From an optimization exercise on the open Yosys and OpenROAD flow, aimed at small area; shortcuts taken in it are not production practice.
Function was checked by simulation only, so behaviour that the tests miss may differ from the original.

== run a ==
## lab7
module lab7(
    input               CLOCK_50_2,
    input               RESET,
    input      [9:0]    SW,
    input      [9:0]    BUTTON,
    output              presclaerFlag,
    output              Alarm_flag,
    output     [8:0]    smallSec,
    output     [8:0]    sec,
    output     [8:0]    min,
    output     [6:0]    HEX0_D,
    output     [6:0]    HEX1_D,
    output     [6:0]    HEX2_D,
    output     [6:0]    HEX3_D,
    output     [9:0]    LEDG
);
    localparam [1:0] M_COUNT = 2'd0, M_ASET = 2'd1, M_TSET = 2'd2, M_ALARM = 2'd3;
    wire kp1, kp2;
    pulseKey i_pulseKey1(.btn(BUTTON[1]), .clk(CLOCK_50_2), .reset(RESET), .keyPulse(kp1));
    pulseKey i_pulseKey2(.btn(BUTTON[2]), .clk(CLOCK_50_2), .reset(RESET), .keyPulse(kp2));
    wire tick;
    presclaer i_presclaer(.CLK(CLOCK_50_2), .rst(SW[9] | RESET), .presclaerFlag(tick));
    assign presclaerFlag = tick;
    reg [1:0] mode;
    reg [3:0] ss, m, am;
    reg [2:0] st, ast;       
    reg [3:0] so, aso;       
    reg [3:0] ss_d, m_d;     
    reg [2:0] st_d;
    reg [3:0] so_d;
    reg       led;
    wire aset  = (mode == M_ASET);
    wire cnt   = (mode == M_COUNT);
    wire alarm = (mode == M_ALARM);
    wire [3:0] srcm  = aset ? am  : m;
    wire [2:0] srcst = aset ? ast : st;
    wire [3:0] srcso = aset ? aso : so;
    wire ss_wrap = ss[3] & ss[1];
    wire m_wrap  = srcm[3] & srcm[1];
    wire s_wrap  = srcst[2] & srcst[1];
    wire o_wrap  = srcso[3] & srcso[0];
    wire inc_s = cnt ? ss_wrap : kp1;
    wire inc_m = cnt ? s_wrap  : kp2;
    wire [3:0] nm  = m_wrap ? 4'd0 : srcm + inc_m;
    wire [2:0] nst = s_wrap ? 3'd0 : srcst + (inc_s & o_wrap);
    wire [3:0] nso = s_wrap ? 4'd0 : (inc_s ? (o_wrap ? 4'd0 : srcso + 4'd1) : srcso);
    always @(posedge CLOCK_50_2) begin
  ...
Size: ~440 cells after synthesis, roughly 89 I/O pins, roughly 0.0031 mm² of cells after synthesis.
==> flow/config.mk <==
export PLATFORM = sky130hd
export DESIGN_NAME = lab7
export DESIGN_NICKNAME = lab7
export VERILOG_FILES = /design/flow/design.v
export SDC_FILE = /design/flow/constraint.sdc
export NUM_CORES = 4
export LEC_CHECK = 0
export ABC_AREA = 1
export CAP_MARGIN = 20
export CORE_MARGIN = 2
export CORE_UTILIZATION = 40
export SLEW_MARGIN = 20
==> flow/constraint.sdc <==
create_clock -name core_clock -period 8.0 [get_ports {CLOCK_50_2}]
set_input_delay 1.6000 -clock core_clock [delete_from_list [all_inputs] [get_ports {CLOCK_50_2}]]
set_output_delay 1.6000 -clock core_clock [all_outputs]
set_load 0.01 [all_outputs]
run.sh (not shown) runs the stock make flow with config.mk's settings and CLKGATE_MAP_FILE= SYNTH_SCRIPT=/design/flow/synth_recipe.tcl, a recipe that flattens the netlist after the stock synthesis.
Run a ended with every stage complete and zero timing, DRC or antenna violations.
Edits applied to the flow inputs when going from run a to run b:
==> flow/flow/run.sh (new file) <==
#!/bin/bash
# Standard ORFS flow, except that the port buffers are buf_1 cells.
set -euo pipefail
bash standard.sh BUFFER_PORTS_ARGS="-buffer_cell sky130_fd_sc_hd__buf_1" finish > flow.log 2>&1
==> flow/standard.sh (new file) <==
#!/bin/bash
# synth_recipe.tcl (not shown) runs the flow's synth.tcl, then flattens the netlist and writes it again
# the make line also repeats each setting of config.mk as NAME=value (left out here)
make -C /OpenROAD-flow-scripts/flow DESIGN_CONFIG=/design/flow/config.mk WORK_HOME=/design/flow/orfs CLKGATE_MAP_FILE= SYNTH_SCRIPT=/design/flow/synth_recipe.tcl "${@:-finish}"
removed: flow/run.sh
Findings:
- Comparing run a and run b, the lower area fraction of clock buffers and clock inverters is on run a.
- Run b vs run a — final weighted congestion of routability-driven global placement rose 1.7%.
- As far as number of enable flip-flop cells after synthesis goes, run a and run b are indistinguishable; the numbers are identical.
- Per the comparison of run b with run a, fraction of standard cell area that is sequential saw an increase; number of nets still failing antenna checks after routing saw little to no change.
- From run a to run b the numbers moved as follows: final HPWL from detailed placement fell about 4%; cell count rose 2; total routing resource utilization after global routing fell 0.95 points; post-placement setup slack rose 350 ps.

[port drivers added, routing unchanged]
The flow's constraints put no driver on any port. The routed layouts listed below were extracted and timed again, unchanged, in two steps.
Step 1: set_driving_cell puts a clkbuf_16 on CLOCK_50_2 and a buf_2 on each other input, an assumption about the parent block.
Step 2 adds t to the input delays and takes it off the output delays; t is the mean of the earliest and latest rising clock arrival at the registers after step 1. Input paths then give back, and output paths get back, about the clock's delay inside the block.
a / b / c = ideal / step 1 / step 2; a / b = the first two.
| run | t, ns | setup slack, ns | latest minus earliest clock arrival (ns) |
|---|---|---|---|
| run a | 0.327 | 3.964 / 3.935 / 4.262 | 0.008 / 0.008 |
| run b | 0.334 | 4.281 / 4.251 / 4.584 | 0.009 / 0.009 |
After both steps setup and hold are still met in every run listed.
